This design comes from an exercise in tuning for a short achievable clock period and few clock cycles on the open sky130 flow, not from production work.
Where RTL was checked, it was by simulation tests only, not by an equivalence proof against the original.
The RTL of runs 1 and 2 was laid out without a check of its function.
Power figures rest on the tool's default switching activity, not on a simulated workload.

$ cat flow/run.sh
#!/bin/bash
# Standard layout (the standard.sh, unchanged synthesis), with two changes
# to how the layout is made:
#  - ORFS's repair_timing is asked to keep a setup slack margin well beyond the
#    clock constraint, so that it shortens paths the 15 ns constraint alone
#    leaves alone;
#  - the port buffers are plain buffers (buf_8) instead of the delay buffers
#    buffer_ports picks by default.
export SETUP_SLACK_MARGIN=11
export BUFFER_PORTS_ARGS="-buffer_cell sky130_fd_sc_hd__buf_8"
bash standard.sh > standard.log 2>&1
$ cat standard.sh
#!/bin/bash
# synth_recipe.tcl (not shown) runs the flow's synth.tcl, then flattens the netlist and writes it again
# the make line also repeats each setting of config.mk as NAME=value (left out here)
make -C /OpenROAD-flow-scripts/flow DESIGN_CONFIG=/design/flow/config.mk WORK_HOME=/design/flow/orfs CLKGATE_MAP_FILE= SYNTH_SCRIPT=/design/flow/synth_recipe.tcl "${@:-finish}"
$ cat config.mk
export PLATFORM = sky130hd
export DESIGN_NAME = arm_cpu
export DESIGN_NICKNAME = arm_cpu
export VERILOG_FILES = /design/flow/design.v
export SDC_FILE = /design/flow/constraint.sdc
export NUM_CORES = 4
export LEC_CHECK = 0
export CAP_MARGIN = 40
export CORE_MARGIN = 2
export CORE_UTILIZATION = 25
export PLACE_DENSITY = 0.45
export SLEW_MARGIN = 30
$ cat constraint.sdc
create_clock -name core_clock -period 15.0 [get_ports {clk}]
set_input_delay 3.0000 -clock core_clock [delete_from_list [all_inputs] [get_ports {clk}]]
set_output_delay 3.0000 -clock core_clock [all_outputs]
set_load 0.01 [all_outputs]
$ cat design.v
module alu_prep (
    output [32:0] X, Y,      
    output ci,
    output arith,            
    output vpre, vbit,       
    input [3:0] op,
    input [31:0] A, B,
    input C_in
    );
    wire add = (op == 4'b0100) || (op == 4'b0101) || (op == 4'b1011);    
    wire sub = (op == 4'b0010) || (op == 4'b0110) || (op == 4'b1010);    
    wire rev = (op == 4'b0011) || (op == 4'b0111);                       
    wire wc  = (op == 4'b0101) || (op == 4'b0110) || (op == 4'b0111);    
    wire [32:0] A2 = {1'b0, A} + 33'd2;
    wire [32:0] nA2 = {1'b1, ~A} + 33'd2;
    assign X = rev ? {1'b0, B} : ((op == 4'b0110) ? A2 : {1'b0, A});
    assign Y = add ? {1'b0, B} : (sub ? {1'b1, ~B} : ((op == 4'b0111) ? nA2 : {1'b1, ~A}));
    assign ci = wc ? C_in : (sub || rev);
    assign arith = add || sub || rev;
    assign vpre = add ? (A[31] == B[31]) : (A[31] != B[31]);
    assign vbit = add ? !A[31] : (sub ? B[31] : A[31]);
endmodule
module alu (
    output [31:0] O,
    output [3:0] Flags,      
    input [3:0] op,
    input [31:0] A, B,
    input [32:0] X, Y,
    input ci, arith, vpre, vbit,
    input shc, V_in
    );
    wire [32:0] s;
    wire [32:0] p0 = X ^ Y;
    wire [32:0] g0 = X & Y;
    wire [33:0] gl0 = {g0, ci}, pl0 = {p0, 1'b0};
    wire [33:0] gl1, pl1, gl2, pl2, gl3, pl3, gl4, pl4, gl5, pl5, gl6, pl6;
    genvar i;
    generate
        for (i = 0; i < 34; i = i + 1) begin : ks
            if (i >= 1)  begin : l1 assign gl1[i] = gl0[i] | (pl0[i] & gl0[i-1]);  assign pl1[i] = pl0[i] & pl0[i-1];  end
            else         begin : c1 assign gl1[i] = gl0[i]; assign pl1[i] = pl0[i]; end
            if (i >= 2)  begin : l2 assign gl2[i] = gl1[i] | (pl1[i] & gl1[i-2]);  assign pl2[i] = pl1[i] & pl1[i-2];  end
            else         begin : c2 assign gl2[i] = gl1[i]; assign pl2[i] = pl1[i]; end
            if (i >= 4)  begin : l3 assign gl3[i] = gl2[i] | (pl2[i] & gl2[i-4]);  assign pl3[i] = pl2[i] & pl2[i-4];  end
            else         begin : c3 assign gl3[i] = gl2[i]; assign pl3[i] = pl2[i]; end
            if (i >= 8)  begin : l4 assign gl4[i] = gl3[i] | (pl3[i] & gl3[i-8]);  assign pl4[i] = pl3[i] & pl3[i-8];  end
            else         begin : c4 assign gl4[i] = gl3[i]; assign pl4[i] = pl3[i]; end
            if (i >= 16) begin : l5 assign gl5[i] = gl4[i] | (pl4[i] & gl4[i-16]); assign pl5[i] = pl4[i] & pl4[i-16]; end
            else         begin : c5 assign gl5[i] = gl4[i]; assign pl5[i] = pl4[i]; end
            if (i >= 32) begin : l6 assign gl6[i] = gl5[i] | (pl5[i] & gl5[i-32]); assign pl6[i] = pl5[i] & pl5[i-32]; end
            else         begin : c6 assign gl6[i] = gl5[i]; assign pl6[i] = pl5[i]; end
        end
    endgenerate
    assign s = p0 ^ gl6[32:0];
    wire [31:0] hs = X[31:0] ^ Y[31:0];
    wire [31:0] cz = {X[30:0] | Y[30:0], ci};
    wire z_arith = (hs == cz);
    reg [31:0] L;
    always @* begin
        case (op)
            4'b0000, 4'b1000: L = A & B;
            4'b0001, 4'b1001: L = A ^ B;
            4'b1100:          L = A | B;
            4'b1101:          L = B;
            4'b1110:          L = A & ~B;
            default:          L = ~B;
        endcase
    end
    assign O = arith ? s[31:0] : L;
    wire Zf = arith ? z_arith : (L == 32'd0);
    wire Vf = arith ? (vpre && (s[31] == vbit)) : V_in;
    wire Cf = arith ? s[32] : shc;
    assign Flags = {O[31], Zf, Cf, Vf};
endmodule
module shifter (output [31:0] OUT, output shifter_carry_out, input [31:0] IR, RM, input C_in);
    wire [3:0]  rot = IR[11:8];
    wire [63:0] imm_rr = {24'd0, IR[7:0], 24'd0, IR[7:0]} >> {rot, 1'b0};
    wire [31:0] imm_out = imm_rr[31:0];
    wire imm_c = (rot == 4'd0) ? C_in : imm_out[31];
    wire [4:0] amt = IR[11:7];
    wire [1:0] sh  = IR[6:5];
    wire [31:0] lsl = RM << amt;
    wire [31:0] lsr = RM >> amt;
    wire [31:0] asr = $signed(RM) >>> amt;
    wire [63:0] rr  = {RM, RM} >> amt;
    wire [32:0] lslc = {1'b0, RM} << amt;           
    wire [32:0] rsc  = {RM, 1'b0} >> amt;           
    reg  [31:0] reg_out;
    reg         reg_c;
    always @* begin
        case (sh)
            2'b00: begin reg_out = lsl; reg_c = (amt == 5'd0) ? C_in : lslc[32]; end
            2'b01: begin reg_out = (amt == 5'd0) ? 32'd0 : lsr; reg_c = (amt == 5'd0) ? RM[31] : rsc[0]; end
            2'b10: begin reg_out = (amt == 5'd0) ? {32{RM[31]}} : asr; reg_c = (amt == 5'd0) ? RM[31] : rsc[0]; end
            default: begin
                reg_out = (amt == 5'd0) ? {C_in, RM[31:1]} : rr[31:0];
                reg_c = (amt == 5'd0) ? RM[0] : rsc[0];
            end
        endcase
    end
    assign OUT = IR[25] ? imm_out : reg_out;
    assign shifter_carry_out = IR[25] ? imm_c : reg_c;
endmodule
module arm_cpu (
    input clk,
    input rst_n,
    output mem_req,
    output mem_rw,
    output [1:0] mem_size,
    output [7:0] mem_addr,
    output [31:0] mem_wdata,
    input [31:0] mem_rdata,
    input mem_ack
    );
    reg        req;
    reg        phF, phD0, phD1, phD2, phB;   
    reg        rw;
    reg [1:0]  sz;
    reg [7:0]  fa;           
    reg [7:0]  maddr;        
    reg [31:0] wdo;          
    reg [15:0] selA, selM, selD;   
    reg [31:0] r15v;         
    reg        fetched;      
    reg [31:0] ir;
    reg [31:0] wd2;          
    reg [7:0]  a2;           
    reg [31:0] ld_q;         
    reg        ld_w;         
    reg [3:0]  ld_dst_q;
    reg [3:0]  flg;          
    reg [31:0] rf [0:14];
    reg        x1_dp, x1_bl;
    reg        x2_we, x2_flg;
    reg [3:0]  x2_rd, x2_op;
    reg [31:0] x2_A, x2_B;
    reg [32:0] x2_X, x2_Y;
    reg        x2_ci, x2_arith, x2_vpre, x2_vbit, x2_shc;
    wire ack = mem_ack && req;
    function [31:0] rdsel(input [15:0] sel);
        integer q;
        begin
            rdsel = sel[15] ? r15v : 32'd0;
            for (q = 0; q < 15; q = q + 1)
                rdsel = rdsel | (sel[q] ? rf[q] : 32'd0);
        end
    endfunction
    function [15:0] onehot(input [3:0] n);
        onehot = 16'd1 << n;
    endfunction
    wire N = flg[3], Z = flg[2], C = flg[1], V = flg[0];
    wire [15:0] cv = {1'b0, 1'b1, Z || (N != V), !Z && (N == V), N != V, N == V, !C && Z, C && !Z,
                      !V, V, !N, N, !C, C, !Z, Z};
    wire [31:0] fi = mem_rdata;
    wire f_dp   = (fi[27:25] == 3'b001) || (fi[27:25] == 3'b000 && fi[4] == 1'b0);
    wire f_br   = (fi[27:25] == 3'b101);
    wire f_ls   = (fi[27:26] == 2'b01);
    wire f_misc = (fi[27:25] == 3'b000 && fi[4] == 1'b1);
    wire f_lsm  = f_ls || f_misc;
    wire x2_busy = x2_we || x2_flg;           
    wire f_wait = f_lsm && x2_busy;
    wire f_mem  = f_lsm && !x2_busy && cv[fi[31:28]];
    function drw(input [31:0] w);
        drw = (w[27:26] == 2'b01) ? w[20] : !(w[5] && !w[20]);
    endfunction
    function [1:0] dsz(input [31:0] w);
        dsz = (w[27:26] == 2'b01) ? (w[22] ? 2'b00 : 2'b10)
            : (w[20] ? (w[6] ? (w[5] ? 2'b01 : 2'b00) : 2'b01)
                     : (w[5] ? (w[6] ? 2'b10 : 2'b01) : 2'b10));
    endfunction
    wire [7:0]  f_rn8 = (fi[19:16] == 4'd15) ? r15v[7:0] : rf[fi[19:16]][7:0];
    wire [31:0] f_rd  = (fi[15:12] == 4'd15) ? r15v : rf[fi[15:12]];
    wire i_cond = cv[ir[31:28]];
    wire i_ls   = (ir[27:26] == 2'b01);
    wire i_misc = !i_ls;                      
    wire i_L = ir[20], i_S = ir[6], i_H = ir[5];
    wire i_dbl  = i_misc && !i_L && (!i_H || i_S);
    wire i_sext = i_misc && i_L && i_S;
    wire [3:0] rd0 = ir[15:12];
    wire [3:0] rd1 = ir[15:12] + 4'd1;
    wire i_fwd  = i_dbl && rw && (ir[19:16] == rd0);
    wire [31:0] ldv = !i_sext ? mem_rdata
                    : (i_H ? {{16{mem_rdata[15]}}, mem_rdata[15:0]} : {{24{mem_rdata[7]}}, mem_rdata[7:0]});
    wire [31:0] x1_A = rdsel(selA);
    wire [31:0] x1_M = rdsel(selM);
    wire [31:0] sh_out;
    wire        sh_c;
    shifter ex_sh (sh_out, sh_c, ir, x1_M, flg[1]);
    wire [32:0] p_X, p_Y;
    wire        p_ci, p_arith, p_vpre, p_vbit;
    alu_prep ex_prep (p_X, p_Y, p_ci, p_arith, p_vpre, p_vbit, ir[24:21], x1_A, sh_out, flg[1]);
    wire dp_cmp = (ir[24:23] == 2'b10);
    wire x1_ex  = x1_dp && i_cond;
    wire x1_mov = (ir[24:21] == 4'b1101 || ir[24:21] == 4'b1111) && !ir[20] && ir[25];
    wire [63:0] x1_immr = {24'd0, ir[7:0], 24'd0, ir[7:0]} >> {ir[11:8], 1'b0};
    wire x1_wmov = x1_ex && x1_mov;
    wire x1_wbl  = x1_bl && i_cond;
    wire [31:0] x1_res = x1_bl ? r15v : (ir[22] ? ~x1_immr[31:0] : x1_immr[31:0]);
    wire [31:0] alu_o;
    wire [3:0]  alu_f;
    alu ex_alu (alu_o, alu_f, x2_op, x2_A, x2_B, x2_X, x2_Y, x2_ci, x2_arith, x2_vpre, x2_vbit,
                x2_shc, flg[0]);
    assign mem_req   = req;
    assign mem_rw    = rw;
    assign mem_size  = sz;
    assign mem_addr  = maddr;
    assign mem_wdata = wdo;
    always @(posedge clk or negedge rst_n) begin
        if (!rst_n) begin
            req <= 1'b0;
            phF <= 1'b1;
            phD0 <= 1'b0;
            phD1 <= 1'b0;
            phD2 <= 1'b0;
            phB <= 1'b0;
            rw <= 1'b0;          
            sz <= 2'b00;
            fa <= 8'd0;
            maddr <= 8'd0;
            wdo <= 32'd0;
            r15v <= 32'd4;
            fetched <= 1'b0;
            x1_dp <= 1'b0;
            x1_bl <= 1'b0;
            x2_we <= 1'b0;
            x2_flg <= 1'b0;
            ld_w <= 1'b0;
        end else begin
            fetched <= ack && phF;
            x1_dp <= ack && phF && f_dp;
            x1_bl <= ack && phF && f_br && fi[24];
            x2_we <= x1_ex && !dp_cmp && !x1_mov;
            x2_flg <= x1_ex && (dp_cmp || ir[20]);
            ld_w <= ack && (phD1 || phD2) && rw;
            if (fetched)
                r15v <= r15v + 32'd4;
            if (ack && phF)
                fa <= fa + 8'd4;
            req <= !(ack && phD1 && i_fwd) && !(ack && phF && f_wait);
            if (!req && phF) begin
                rw <= 1'b1;
                sz <= 2'b10;
            end
            if (phB) begin
                maddr <= ld_q[7:0] + 8'd4;
                phB <= 1'b0;
                phD2 <= 1'b1;
            end
            if (phF)
                wdo <= f_rd;
            if (phD0) begin
                phD0 <= 1'b0;
                if (i_cond) begin
                    phD1 <= 1'b1;
                    rw <= drw(ir);
                    sz <= dsz(ir);
                    maddr <= x1_A[7:0];
                    wdo <= rdsel(selD);
                end else begin
                    phF <= 1'b1;
                    maddr <= fa;
                end
            end
            if (ack && phD1)
                wdo <= wd2;
            if (ack) begin
                if (phF) begin
                    if (f_wait) begin
                        phF <= 1'b0;
                        phD0 <= 1'b1;
                    end else if (f_mem) begin
                        phF <= 1'b0;
                        phD1 <= 1'b1;
                        rw <= drw(fi);
                        sz <= dsz(fi);
                        maddr <= f_rn8;
                    end else begin
                        maddr <= fa + 8'd4;
                    end
                end
                if (phD1) begin
                    phD1 <= 1'b0;
                    if (i_dbl) begin
                        if (i_fwd) phB <= 1'b1;
                        else phD2 <= 1'b1;
                        maddr <= a2;
                    end else begin
                        maddr <= fa;
                        phF <= 1'b1;
                        rw <= 1'b1;
                        sz <= 2'b10;
                    end
                end
                if (phD2) begin
                    maddr <= fa;
                    phD2 <= 1'b0;
                    phF <= 1'b1;
                    rw <= 1'b1;
                    sz <= 2'b10;
                end
            end
        end
    end
    integer k;
    always @(posedge clk) begin
        if (phF) begin
            ir   <= fi;
            selA <= onehot(fi[19:16]);
            selM <= onehot(f_lsm ? fi[15:12] + 4'd1 : fi[3:0]);
            selD <= onehot(fi[15:12]);
        end
        if (fetched)
            wd2 <= x1_M;
        if (phD1)
            a2 <= maddr + 8'd4;
        ld_q <= ldv;
        ld_dst_q <= phD2 ? rd1 : rd0;
        x2_rd    <= rd0;
        x2_op    <= ir[24:21];
        x2_A     <= x1_A;
        x2_B     <= sh_out;
        x2_shc   <= sh_c;
        x2_X     <= p_X;
        x2_Y     <= p_Y;
        x2_ci    <= p_ci;
        x2_arith <= p_arith;
        x2_vpre  <= p_vpre;
        x2_vbit  <= p_vbit;
        if (x2_flg)
            flg <= alu_f;
        for (k = 0; k < 15; k = k + 1)
            if (ld_w && ld_dst_q == k)
                rf[k] <= ld_q;
            else if (x1_wmov && rd0 == k)
                rf[k] <= x1_res;
            else if (x1_wbl && k == 14)
                rf[k] <= x1_res;
            else if (x2_we && x2_rd == k)
                rf[k] <= alu_o;
    end
endmodule
==> summary.txt, run 1 <==
Run status
  – Status: complete, no violations

Critical path
  – CP Data Arrival Time: around 1.7 ns
  – CP max stage cell: dfrtp_4
  – R2R setup slack: between 10 and 15 ns
  – Max FO, Critical Path: 2
  – Reg-to-reg startpoint: selM[0]$_SDFFCE_PP0P_
  – Worst Path Required: approximately 12 ns
  – WS Path Type: reg2out
  – CP bufs+invs: 1
  – Delay-heaviest family, CP: flip-flops
  – Crit start category: flip-flop
  – Nature of the critical path endpoint: output port
  – Worst-path cell chain: buf_8
  – Crit-path max cell delay: 0.65 ns
  – Critical path startpoint: wdo[16]$_DFF_PN0_

Power and ir drop
  – Lkg Pwr: between 0.03 and 0.04 uW
  – Reg power frac: 18.4%
  – Comb pwr share: between 70% and 80%
  – Pwr per Cell Area: 280 nW/um^2
  – Switching Share: 54.1%
  – Pint: between 10000 and 15000 uW
  – Clock share of power: around 12%
  – Worst VDD drop: around 0.17 mV
  – Sw power: approximately 14000 uW

Synthesis
  – Cell with the most instances after synthesis: nand2_1
  – Post-Synth XOR/XNOR Area: about 2.8%
  – Top-area cell type share of the netlist area: about 28%
  – Post-synthesis register bit count: a little under 900
  – Most used DFF post-synth: edfxtp_1
  – Synth Instances: approximately 7900
  – Post-Syn Area per Cell: roughly 8.3 um^2
  – Post-synthesis cell area: about 66000 um^2
  – Synth Area in Adders: between 2 and 2.5%
  – Warnings, synthesis: 4
  – Sequential share of the synthesized area: 36.4%
  – Commonest cells post-synth: nand2_1, nor2_1, a21oi_1
  – Largest family of logic cells by synthesized area: compound AO/OA/AOI/OAI gates
  – Unique cell type count in the Yosys netlist: a little over 90
  – Synth Area in Compound Gates: a little under a third
  – Post-synth ARST share: 10.4%
  – Area leader, netlist: edfxtp_1
  – Post-synth EDFFs: a little over 600
  – Mux contribution to synthesized area: between 5 and 6%
  – Synth Area in Simple Gates: 16.1%
  – Post-synthesis net count: about 8000
  – Top cells by area, synth: edfxtp_1, nand2_1, dfxtp_1, a21oi_1, a22oi_1

STA
  – Final hold vios: 0
  – Final period util: 31.5%
  – Post-Route Setup TNS: 0 ns
  – FMAX: 211 MHz
  – Final setup violation count: 0
  – Relative slew slack: slightly below 30%
  – Tmin final: between 4 and 5 ns
  – Worst-Margin Slew: approximately 1.1 ns
  – Hold WS: roughly 0.48 ns
  – Slew Limit Fails: 0
  – Fin worst setup slack: 10.27 ns
  – Max Clock Skew: 0.114 ns
  – RSZ-0062 raised after global routing: true

Worst hold path
  – Hold Startpoint: wd2[11]$_DFFE_PP_
  – Worst hold path type: reg2reg

Floorplan
  – Die area: ~270000 um^2
  – CORE AREA: about 260000 um^2
  – Die Width: ~520 um
  – IO Pins: roughly 80
  – Cell Rows: between 150 and 200
  – DIE HEIGHT: 517 um
  – Starting density of the core: roughly a quarter

Place
  – I/O Buffers: roughly 80
  – Post-DP Area: 73900 um^2
  – Routability Congestion: about 1.1
  – Final HPWL DP: around 350 mm
  – Pre-CTS setup slack: 9.30 ns

Routing
  – DRT iter0 DRCs: approximately 16000
  – Drt drc: 0
  – Detail Route Antenna Nets: 0
  – Via count: 82800
  – Vias/cell: between 6 and 7
  – First-pass DRT Iterations: 13
  – Drt total wl: approximately 560 mm
  – WL per Instance: 46.8 um

Global routing
  – Vias in the first global route: approximately 73000
  – Largest net degree at the start of global routing: 63
  – Initial antenna violation count: between 60 and 70
  – Overflow after GRT: 0
  – GRT Total Usage: approximately two fifths
  – First-pass GRT wire length: 717 mm

Clocking
  – Clk sinks: roughly 900
  – Total CTS buffers: 112
  – Worst-Skew Late Latency: 0.87 ns
  – CTS tree: yes
  – Clock-pin slew of the registers on the worst-case setup and hold paths: roughly 0.07 ns
  – Clock Tree Root: clkbuf_16
  – H-tree levels: 3
  – Post-CTS Hold Buffers: 0
  – Clock Path Buffers: 3

Finish
  – Final Util: roughly a third
  – Fin area: ~90000 um^2
  – Fillers: between 20000 and 30000
  – Layout Nets: about 8500
  – Share of cells above drive strength 1: between 20% and 30%
  – Area growth syn-to-layout: 36.2%

Flow run
  – Number of max-cap violations: 0
## layout by cell type (no fill, tap or decap), drive strengths merged, types with 179 or more instances in the layout
cell type,count
buf,1051
edfxtp,604
a22oi,451
inv,251
a22o,290
a221oi,330
nand2,1084
o21ai,549
a21oi,686
dfxtp,179
nor2,811
## per-stage QoR
stage | power [uW] | std cells
floorplan | 11500 | 7945
global placement | 17900 | 11100
detailed placement | 18200 | 11200
CTS | 22800 | 11800
global route | 25300 | 12000
finish | 25100 | 12000
## logic make-up (layout without fill, tap and decap cells)
kind of cell | Yosys count | in the layout
multiplexers | 311 | 311
adder cells (fa/ha/maj) | 117 | 117
XOR/XNOR | 207 | 207
flip-flops | 874 | 874
AO/OA/AOI/OAI | 2955 | 2955
AND/OR/NAND/NOR | 2441 | 2447
buffers and inverters | 1040 | 1551
other | 0 | 66
## flip-flops by register name (all words and copies together) (netlist names), 8 cells and up
signal	flops
a2	8
ir	32
ld_q	32
maddr	8
r15v	30
rf	480
selA	16
selD	16
selM	16
wd2	32
wdo	32
x2_A	32
x2_B	32
x2_X	33
x2_Y	33
## what timing repair did
item,CTS,global route
cloned,32,16
pin swaps,250,255
gates resized for setup,857,459
setup buffers,338,163
setup endpoints to repair,1056,619
hold endpoints to repair,0,0
## worst paths after layout
path | cells after the start | end
worst max register to register | 15 | x2_Y[22]$_DFF_P_
max in group asynchronous | 3 | r15v[2]$_DFFE_PN1P_
worst min register to register | 2 | wdo[11]$_DFF_PN0_
min in group asynchronous | 1 | wdo[29]$_DFF_PN0_
worst max-delay path | 1 | mem_wdata[16]
worst min-delay path | 2 | wdo[11]$_DFF_PN0_
## layout make-up
| type | instances | area [um^2] | area share, % |
|---|---|---|---|
| sequential | 874 | 24100 | 26.8 |
| antenna | 66 | 165 | 0.184 |
| clock buffer | 147 | 3090 | 3.44 |
| multi-input combinational | 6037 | 42900 | 47.8 |
| tap | 3515 | 4400 | 4.90 |
| timing repair buffer | 1077 | 13400 | 14.9 |
| inverter | 261 | 1130 | 1.26 |
| clock inverter | 66 | 637 | 0.710 |
## power groups by stage
stage | combinational, uW | sequential [uW] | clock (uW)
2_1_floorplan | 7410 | 4110 | 0
3_3_place_gp | 13300 | 4600 | 0
3_5_place_dp | 13600 | 4550 | 0
4_1_cts | 15400 | 4530 | 2860
5_1_grt | 17800 | 4590 | 2940
6_report | 17600 | 4610 | 2880
## per-layer routing
layer  routed length (um)  global-route usage (%)  vias up  share of wire [%]
met2               217000                    54.5     8561                 38
met3                88000                    21.1     2914                 16
met1               196000                    45.5    40300                 35
met5                 1490                    3.70        -               0.26
li1                     -                       -    31000                  -
met4                61100                    31.9       49                 11
==> inputs of run 2 (changes only) <==
--- a/config.mk
+++ b/config.mk
@@ -7,6 +7,6 @@
 export LEC_CHECK = 0
 export CAP_MARGIN = 40
 export CORE_MARGIN = 2
-export CORE_UTILIZATION = 25
-export PLACE_DENSITY = 0.45
+export CORE_UTILIZATION = 33
+export PLACE_DENSITY = 0.5
 export SLEW_MARGIN = 30
==> run 2 against run 1 <==
  * Design area shrank 2.9%
  * Die area shrank 24%
  * Non-clock buffer count shrank 2
  * Combinational power shrank 4%
  * Maximum frequency grew 1.9%
  * Worst setup slack gained 0.088 ns
  * Sequential cell count is the same
  * Synthesized area is the same
  * Cell count shrank 7.2%
==> summary.txt, run 2 <==
Synthesis
  – Synth Instances: 7945 (unchanged)
  – Post-synthesis register bit count: 874 (unchanged)
  – Warnings, synthesis: 4 (unchanged)
  – Post-synthesis net count: 8097 (unchanged)
  – Most used DFF post-synth: edfxtp_1
  – Area leader, netlist: edfxtp_1
  – Cell with the most instances after synthesis: nand2_1
  – Commonest cells post-synth: nand2_1, nor2_1, a21oi_1
  – Post-Syn Area per Cell: 8.29 um^2 (unchanged)
  – Post-synthesis cell area: 65900 um^2 (unchanged)
  – Post-synth EDFFs: 604 (unchanged)
  – Top cells by area, synth: edfxtp_1, nand2_1, dfxtp_1, a21oi_1, a22oi_1
  – Unique cell type count in the Yosys netlist: 91 (unchanged)
  – Sequential share of the synthesized area: 36.4% (unchanged)
  – Top-area cell type share of the netlist area: 27.5% (unchanged)
  – Post-synth ARST share: 10.4% (unchanged)

Critical path
  – Worst Path Required: 12.00 ns (about the same)
  – Reg-to-reg startpoint: selM[10]$_SDFFCE_PN0P_
  – Crit-path max cell delay: 0.60 ns (-0.05 ns)
  – Crit start category: flip-flop
  – Worst flop-to-flop path endpoint: x2_Y[7]$_DFF_P_
  – CP Data Arrival Time: 1.64 ns (-0.09 ns)
  – WS Path Type: reg2out
  – CP bufs+invs: 1 (unchanged)
  – CP max stage cell: dfrtp_4
  – Delay-heaviest family, CP: flip-flops
  – R2R setup slack: 10.72 ns (+0.24 ns)
  – Reg2Reg Depth: 16 (+1)
  – Max FO, Critical Path: 2 (unchanged)
  – Nature of the critical path endpoint: output port
  – Worst-path cell chain: buf_8

Clocking
  – Clock-pin slew of the registers on the worst-case setup and hold paths: 0.06 ns (about the same)
  – Clk sinks: 874 (unchanged)
  – CTS tree: yes
  – H-tree levels: 3 (unchanged)
  – Worst-Skew Late Latency: 0.86 ns (about the same)
  – Total CTS buffers: 111 (-0.89%)
  – Clock Path Buffers: 3 (unchanged)
  – Post-CTS Hold Buffers: 0 (unchanged)
  – Clock Tree Root: clkbuf_16

Global routing
  – GRT Total Usage: 50.0% (+10 points)
  – First-pass GRT wire length: 691 mm (-3.5%)
  – Largest net degree at the start of global routing: 63 (unchanged)
  – Initial antenna violation count: 55 (-20%)
  – Vias in the first global route: 73300 (+0.16%)
  – Overflow after GRT: 0 (unchanged)

STA
  – Tmin final: 4.64 ns (-0.0881 ns)
  – RSZ-0062 raised after global routing: true
  – Final hold vios: 0 (unchanged)
  – Worst-Margin Slew: 0.978 ns (-0.0891 ns)
  – Relative slew slack: 34.6% (+5.7 points)
  – FMAX: 215 MHz (+1.9%)
  – Post-Route Setup TNS: 0 ns (unchanged)
  – Fin worst setup slack: 10.36 ns (+0.0881 ns)
  – Final period util: 31.0% (-0.59 points)
  – Max Clock Skew: 0.0848 ns (-0.0292 ns)
  – Slew Limit Fails: 0 (unchanged)
  – Final setup violation count: 0 (unchanged)

Routing
  – WL per Instance: 48.2 um (+3.0%)
  – Vias/cell: 7.42 (+7.9%)
  – Via count: 82900 (+0.12%)
  – Drt total wl: 539 mm (-4.5%)
  – First-pass DRT Iterations: 10 (-3)
  – Detail Route Antenna Nets: 0 (unchanged)
  – Drt drc: 0 (unchanged)
  – DRT iter0 DRCs: 16800 (+6.1%)

Power and ir drop
  – Worst VDD drop: 0.141 mV (-17%)
  – Pwr per Cell Area: 279 nW/um^2 (-0.15%)
  – Lkg Pwr: 0.0329 uW (-1.2%)

Worst hold path
  – Hold endpoint: wdo[11]$_DFF_PN0_
  – WHS Path Cells: 2 (unchanged)
  – Hold Startpoint: wd2[11]$_DFFE_PP_
  – Worst hold path type: reg2reg

Floorplan
  – CORE AREA: 199000 um^2 (-24%)
  – Die Width: 451 um (-13%)
  – IO Pins: 79 (unchanged)
  – DIE HEIGHT: 451 um (-13%)
  – Starting density of the core: 33.1% (+8.0 points)
  – Cell Rows: 164 (-13%)
  – Die area: 203000 um^2 (-24%)

Place
  – Final HPWL DP: 337 mm (-4.8%)
  – Routability Congestion: 1.07 (+1.0%)
  – I/O Buffers: 78 (unchanged)
  – Pre-CTS setup slack: 9.25 ns (-0.0487 ns)

Finish
  – Most frequent cells in the layout: nand2_1, nor2_1, a21oi_1
  – Commonest non-fill, non-tap cell in the layout: nand2_1
  – Largest register FFs: 480 (unchanged)
  – Layout Nets: 8518 (+0.035%)
  – Largest registers: rf (480), x2_X (33), x2_Y (33)
  – Top reg by flops: rf
  – Share of cells above drive strength 1: 25.7% (-1.3 points)
  – Area growth syn-to-layout: 32.2%

Run status
  – Status: complete, no violations

Flow run
  – Number of max-cap violations: 0 (unchanged)
[run 2: changes by cell type in the layout (fill, tap and decap cells not counted), moves of 15 or more]
| cell | before | now |
|---|---|---|
| buf_4 | 554 | 603 |
| buf_16 | 76 | 53 |
| a21oi_1 | 626 | 646 |
| buf_6 | 150 | 135 |
| nand2_1 | 1002 | 1017 |
| nand2_2 | 56 | 41 |
| nor2_4 | 35 | 20 |
[run 2: what timing repair did]
item | in CTS | in global routing
gates resized for setup | 676 | 432
setup endpoints to repair | 1104 | 740
cloned | 34 | 14
pin swaps | 211 | 232
buffers inserted | 334 | 186
[run 2: power by group]
part | internal [uW] | switching (uW) | leakage (uW) | total (uW)
clock network | 1590 | 1260 | 0.00179 | 2850
logic | 6030 | 10900 | 0.0229 | 16900
registers | 3740 | 831 | 0.00817 | 4570
[run 2: logic make-up (layout without fill, tap and decap cells)]
group	Yosys count	after routing	synth area share [%]
AO/OA/AOI/OAI	2955	2955	30.6
other	0	59	0
buffers and inverters	1040	1545	6.17
AND/OR/NAND/NOR	2441	2452	16.1
adder cells (fa/ha/maj)	117	117	2.23
flip-flops	874	874	36.4
multiplexers	311	311	5.74
XOR/XNOR	207	207	2.75
[run 2: final cells by class]
type / instances / area, um^2
diodes: 59 / 148
clock buffers: 144 / 3070
clock inverters: 64 / 618
fillers: 19300 / 112000
inverters: 261 / 1110
multi-input cells: 6042 / 42200
flip-flops and latches: 874 / 24100
well taps: 2656 / 3320
repair buffers: 1075 / 12600
repair inverters: 1 / 8.76
[run 2: worst max-delay path by stage]
stage / depth (start not counted) / slack [ns] / to / startpoint
finish: 1 / 10.36 / mem_wdata[0] / wdo[0]$_DFF_PN0_
CTS: 1 / 10.38 / mem_wdata[0] / wdo[0]$_DFF_PN0_
global route: 1 / 10.38 / mem_wdata[18] / wdo[18]$_DFF_PN0_
detailed placement: 12 / 9.25 / wdo[26]$_DFF_PN0_ / mem_rdata[15]
global placement: 12 / 9.15 / wdo[28]$_DFF_PN0_ / mem_rdata[15]
floorplan: 14 / 10.32 / wdo[0]$_DFF_PN0_ / mem_rdata[13]
[run 2: metrics by stage]
step	instance area [um^2]	hold WS, ns	std cells	power [uW]	utilization, %
floorplan	67300	0.346	7945	11500	-
global placement	71300	0.457	10200	17400	35.8
detailed placement	72600	0.461	10300	17800	36.5
CTS	83000	0.476	10900	22000	41.7
global route	87000	0.498	11100	24600	43.7
finish	87100	0.473	11200	24300	43.8
[run 2: per-layer routing]
metal  global-route usage, %  part of all wire (%)  up-vias
li1                        -                     -    31000
met1                    56.7                    34    39800
met2                    66.7                    38     8880
met3                    26.5                    16     3242
met4                    45.2                    12       44
met5                    2.86                  0.21        -
==> inputs of run 3 (changes only) <==
--- a/design.v
+++ b/design.v
@@ -246,8 +246,6 @@
                 phB <= 1'b0;
                 phD2 <= 1'b1;
             end
-            if (phF)
-                wdo <= f_rd;
             if (phD0) begin
                 phD0 <= 1'b0;
                 if (i_cond) begin
@@ -261,44 +259,43 @@
                     maddr <= fa;
                 end
             end
-            if (ack && phD1)
+            if (ack && phD1) begin
                 wdo <= wd2;
-            if (ack) begin
-                if (phF) begin
-                    if (f_wait) begin
-                        phF <= 1'b0;
-                        phD0 <= 1'b1;
-                    end else if (f_mem) begin
-                        phF <= 1'b0;
-                        phD1 <= 1'b1;
-                        rw <= drw(fi);
-                        sz <= dsz(fi);
-                        maddr <= f_rn8;
-                    end else begin
-                        maddr <= fa + 8'd4;
-                    end
-                end
-                if (phD1) begin
-                    phD1 <= 1'b0;
-                    if (i_dbl) begin
-                        if (i_fwd) phB <= 1'b1;
-                        else phD2 <= 1'b1;
-                        maddr <= a2;
-                    end else begin
-                        maddr <= fa;
-                        phF <= 1'b1;
-                        rw <= 1'b1;
-                        sz <= 2'b10;
-                    end
-                end
-                if (phD2) begin
+                phD1 <= 1'b0;
+                if (i_dbl) begin
+                    if (i_fwd) phB <= 1'b1;
+                    else phD2 <= 1'b1;
+                    maddr <= a2;
+                end else begin
                     maddr <= fa;
-                    phD2 <= 1'b0;
                     phF <= 1'b1;
                     rw <= 1'b1;
                     sz <= 2'b10;
                 end
             end
+            if (ack && phD2) begin
+                maddr <= fa;
+                phD2 <= 1'b0;
+                phF <= 1'b1;
+                rw <= 1'b1;
+                sz <= 2'b10;
+            end
+            if (phF)
+                wdo <= f_rd;
+            if (ack && phF) begin
+                if (f_wait) begin
+                    phF <= 1'b0;
+                    phD0 <= 1'b1;
+                end else if (f_mem) begin
+                    phF <= 1'b0;
+                    phD1 <= 1'b1;
+                    rw <= drw(fi);
+                    sz <= dsz(fi);
+                    maddr <= f_rn8;
+                end else begin
+                    maddr <= fa + 8'd4;
+                end
+            end
         end
     end
     integer k;
--- a/config.mk
+++ b/config.mk
@@ -7,6 +7,6 @@
 export LEC_CHECK = 0
 export CAP_MARGIN = 40
 export CORE_MARGIN = 2
-export CORE_UTILIZATION = 33
-export PLACE_DENSITY = 0.5
+export CORE_UTILIZATION = 25
+export PLACE_DENSITY = 0.45
 export SLEW_MARGIN = 30
==> run 3 against run 2 <==
  * Still clean on timing, DRC and antenna
  * Cell count grew 6.5%
  * Sequential power about the same
  * Via count shrank 2.6%
  * Register-to-register slack worse by 0.21 ns
  * Sequential share of layout area decreased by 0.28 points
  * Synthesized cell count shrank 1.0%
  * Core utilization shrank 10 points
  * Design area is 0.92% higher
  * Critical path type unchanged
  * Largest cell class unchanged
==> summary.txt, run 3 <==
Synthesis
  – Commonest cells post-synth: nand2_1, nor2_1, a21oi_1
  – Most used DFF post-synth: edfxtp_1
  – Synth Instances: 7865 (-1.0%)
  – Unique cell type count in the Yosys netlist: 105 (+15%)
  – Area leader, netlist: edfxtp_1
  – Post-Syn Area per Cell: 8.37 um^2 (+0.87%)
  – Post-synth EDFFs: 604 (unchanged)
  – Cell with the most instances after synthesis: nand2_1
  – Post-synth ARST share: 10.4% (unchanged)
  – Warnings, synthesis: 4 (unchanged)
  – Top-area cell type share of the netlist area: 27.6% (+0.039 points)
  – Post-synthesis net count: 8016 (-1.0%)
  – Top cells by area, synth: edfxtp_1, a21oi_1, a22oi_1, dfxtp_1, nand2_1
  – Sequential share of the synthesized area: 36.5% (+0.052 points)
  – Post-synthesis register bit count: 874 (unchanged)
  – Post-synthesis cell area: 65800 um^2 (-0.14%)

Clocking
  – CTS tree: yes
  – Post-CTS Hold Buffers: 0 (unchanged)
  – Clock-pin slew of the registers on the worst-case setup and hold paths: 0.06 ns (about the same)
  – Total CTS buffers: 109 (-1.8%)
  – Clk sinks: 874 (unchanged)
  – H-tree levels: 3 (unchanged)
  – Clock Path Buffers: 3 (unchanged)
  – Worst-Skew Late Latency: 0.84 ns (-0.02 ns)
  – Clock Tree Root: clkbuf_16

Finish
  – Layout Nets: 8386 (-1.5%)
  – Most frequent cells in the layout: nand2_1, nor2_1, a21oi_1
  – Largest registers: rf (480), x2_X (33), x2_Y (33)
  – Area growth syn-to-layout: 33.6%
  – Commonest non-fill, non-tap cell in the layout: nand2_1
  – Fillers: 26900 (+39%)
  – Share of cells above drive strength 1: 25.3% (-0.35 points)
  – Largest register FFs: 480 (unchanged)
  – Top reg by flops: rf

STA
  – Max Clock Skew: 0.0975 ns (+0.0127 ns)
  – Final hold vios: 0 (unchanged)
  – Tmin final: 4.63 ns (-0.0182 ns)
  – Final period util: 30.8% (-0.12 points)
  – Slew Limit Fails: 0 (unchanged)
  – Relative slew slack: 27.1% (-7.4 points)
  – RSZ-0062 raised after global routing: true
  – Hold WS: 0.547 ns (+0.0739 ns)
  – Final setup violation count: 0 (unchanged)
  – Worst-Margin Slew: 1.07 ns (+0.0870 ns)
  – Post-Route Setup TNS: 0 ns (unchanged)
  – FMAX: 216 MHz (+0.39%)

Critical path
  – Max FO, Critical Path: 2 (unchanged)
  – CP max stage cell: dfrtp_2
  – Crit start category: flip-flop
  – Delay-heaviest family, CP: flip-flops
  – CP Data Arrival Time: 1.63 ns (about the same)
  – Worst-path cell chain: buf_8
  – WS Path Type: reg2out
  – Crit-path max cell delay: 0.63 ns (+0.03 ns)
  – Worst Path Required: 12.00 ns (about the same)
  – CP bufs+invs: 1 (unchanged)
  – Nature of the critical path endpoint: output port

Global routing
  – Vias in the first global route: 71200 (-2.8%)
  – Initial antenna violation count: 50 (-9.1%)
  – Largest net degree at the start of global routing: 117 (+86%)
  – First-pass GRT wire length: 673 mm (-2.7%)
  – GRT Total Usage: 37.1% (-13 points)
  – Overflow after GRT: 0 (unchanged)

Routing
  – First-pass DRT Iterations: 17 (+7)
  – Drt drc: 0 (unchanged)
  – Drt total wl: 523 mm (-2.8%)
  – DRT iter0 DRCs: 17300 (+2.5%)
  – Vias/cell: 6.78 (-8.6%)
  – WL per Instance: 44.0 um (-8.7%)
  – Detail Route Antenna Nets: 0 (unchanged)
  – Via count: 80700 (-2.6%)

Floorplan
  – Starting density of the core: 25.1% (-8.0 points)
  – Die Width: 517 um (+15%)
  – DIE HEIGHT: 517 um (+15%)
  – IO Pins: 79 (unchanged)
  – CORE AREA: 262000 um^2 (+32%)
  – Die area: 267000 um^2 (+32%)
  – Cell Rows: 188 (+15%)

Place
  – I/O Buffers: 78 (unchanged)
  – Routability Congestion: 1.04 (-3.1%)
  – Final HPWL DP: 325 mm (-3.6%)

Run status
  – Status: complete, no violations

Power and ir drop
  – Lkg Pwr: 0.0328 uW (-0.22%)
  – Pwr per Cell Area: 263 nW/um^2 (-5.8%)
  – Worst VDD drop: 0.146 mV (+3.7%)

Worst hold path
  – Worst hold path type: reg2reg

Flow run
  – Number of max-cap violations: 0 (unchanged)
==> run 3: cell count changes after synthesis, sizes merged, moves of 27 or more <==
cell / delta
a21oi: +90
nand2: -196
buf: +43
mux2i: +40
a31oi: -56
nor3: +74
a221oi: -42
clkbuf: -38
o21ai: +64
a41oi: -27
a22oi: +66
mux2: -55
a22o: -36
o211ai: -61
==> run 3: per-stage QoR <==
stage	cells	util, %	total power, uW	worst slack [ns]	area (um^2)
6_report	11900	33.6	23100	10.37	87900
5_1_grt	11900	33.5	23400	10.42	87800
4_1_cts	11600	32.0	21100	10.40	83900
3_5_place_dp	11100	27.8	16700	9.27	73000
3_3_place_gp	11000	27.4	16300	9.20	71800
2_1_floorplan	7865	-	11100	10.17	67000
==> run 3: worst paths after layout <==
kind	from	endpoint	slack (ns)	cells after the start
setup / recovery	wdo[18]$_DFFE_PN0P_	mem_wdata[18]	10.37	1
setup reg to reg	selM[5]$_SDFFCE_PP0P_	x2_X[3]$_DFF_P_	10.51	17
hold reg to reg	fa[7]$_DFFE_PN0P_	fa[7]$_DFFE_PN0P_	0.55	1
min in group asynchronous	rst_n	fa[7]$_DFFE_PN0P_	2.11	1
hold / removal	fa[7]$_DFFE_PN0P_	fa[7]$_DFFE_PN0P_	0.55	1
max in group asynchronous	rst_n	wdo[27]$_DFFE_PN0P_	11.74	3
==> run 3: metal layers <==
metal  GRT usage (%)  share of wire (%)  vias to the layer above
li1                -                  -                    30500
met3            19.9                 17                     2704
met2            49.5                 38                     8364
met1            43.9                 35                    39100
met5            3.46               0.22                        -
met4            28.1                 10                       44
==> run 3: area by class of cell <==
type | instances | area (um^2) | share of cell area, %
multi-input cells | 5965 | 42000 | 47.8
flip-flops and latches | 874 | 24100 | 27.4
repair buffers | 1037 | 12500 | 14.2
well taps | 3515 | 4400 | 5.00
clock buffers | 151 | 3030 | 3.44
inverters | 248 | 1030 | 1.17
clock inverters | 57 | 803 | 0.913
diodes | 51 | 128 | 0.145
==> run 3: power by group <==
part	total (uW)	internal [uW]	switching (uW)
logic	15600	5540	10100
registers	4550	3740	812
clock network	2970	1690	1280
total	23100	11000	12100
==> run 3: what timing repair did <==
item	CTS	global route
hold endpoints to repair	0	0
resized for setup	746	452
endpoints found under the setup margin	1138	600
buffers inserted	321	177
pin swaps	185	228
cloned	40	10
==> run 3: kinds of logic (layout without fill, tap and decap cells) <==
group | Yosys count | after routing | synth area share, %
mux | 309 | 309 | 5.92
buf+inv | 1032 | 1493 | 6.54
fa+ha+maj | 116 | 116 | 2.22
other cells | 0 | 51 | 0
xor+xnor | 200 | 200 | 2.66
compound gates | 2962 | 2962 | 30.1
simple gates | 2372 | 2378 | 16.1
flops | 874 | 874 | 36.5
Testbench counts of run 3, summed over its fixed seeds: cycles 59,889.

[port drivers added, routing unchanged]
The results above use ideal ports. As a check the final layouts listed here were re-extracted and re-timed, cells and wires unchanged. Step 1 sets driving cells, clkbuf_16 on the clock port and buf_2 on the other inputs (assumed; they add their load-dependent delay and slew). Step 2 adds t to the input delays and takes it off the output delays; t is the mean of the earliest and latest rising clock arrival at the registers after step 1. Input paths then give back, and output paths get back, about the clock's delay inside the block. a / b / c = ideal / step 1 / step 2; a / b = the first two.
| run | t (ns) | slack for setup (ns) | latest minus earliest clock arrival (ns) | worst register clock-pin slew, ns |
|---|---|---|---|---|
| run 1 | 0.919 | 10.268 / 10.163 / 9.659 | 0.114 / 0.114 | 0.07 / 0.07 |
| run 2 | 0.920 | 10.357 / 10.256 / 9.702 | 0.091 / 0.091 | 0.07 / 0.07 |
| run 3 | 0.892 | 10.375 / 10.275 / 9.637 | 0.098 / 0.098 | 0.08 / 0.08 |
After both steps every run listed still meets setup and hold. The setup slack of run 3, which loses most, moves by -0.100 ns with the drivers and by -0.738 ns with both steps.
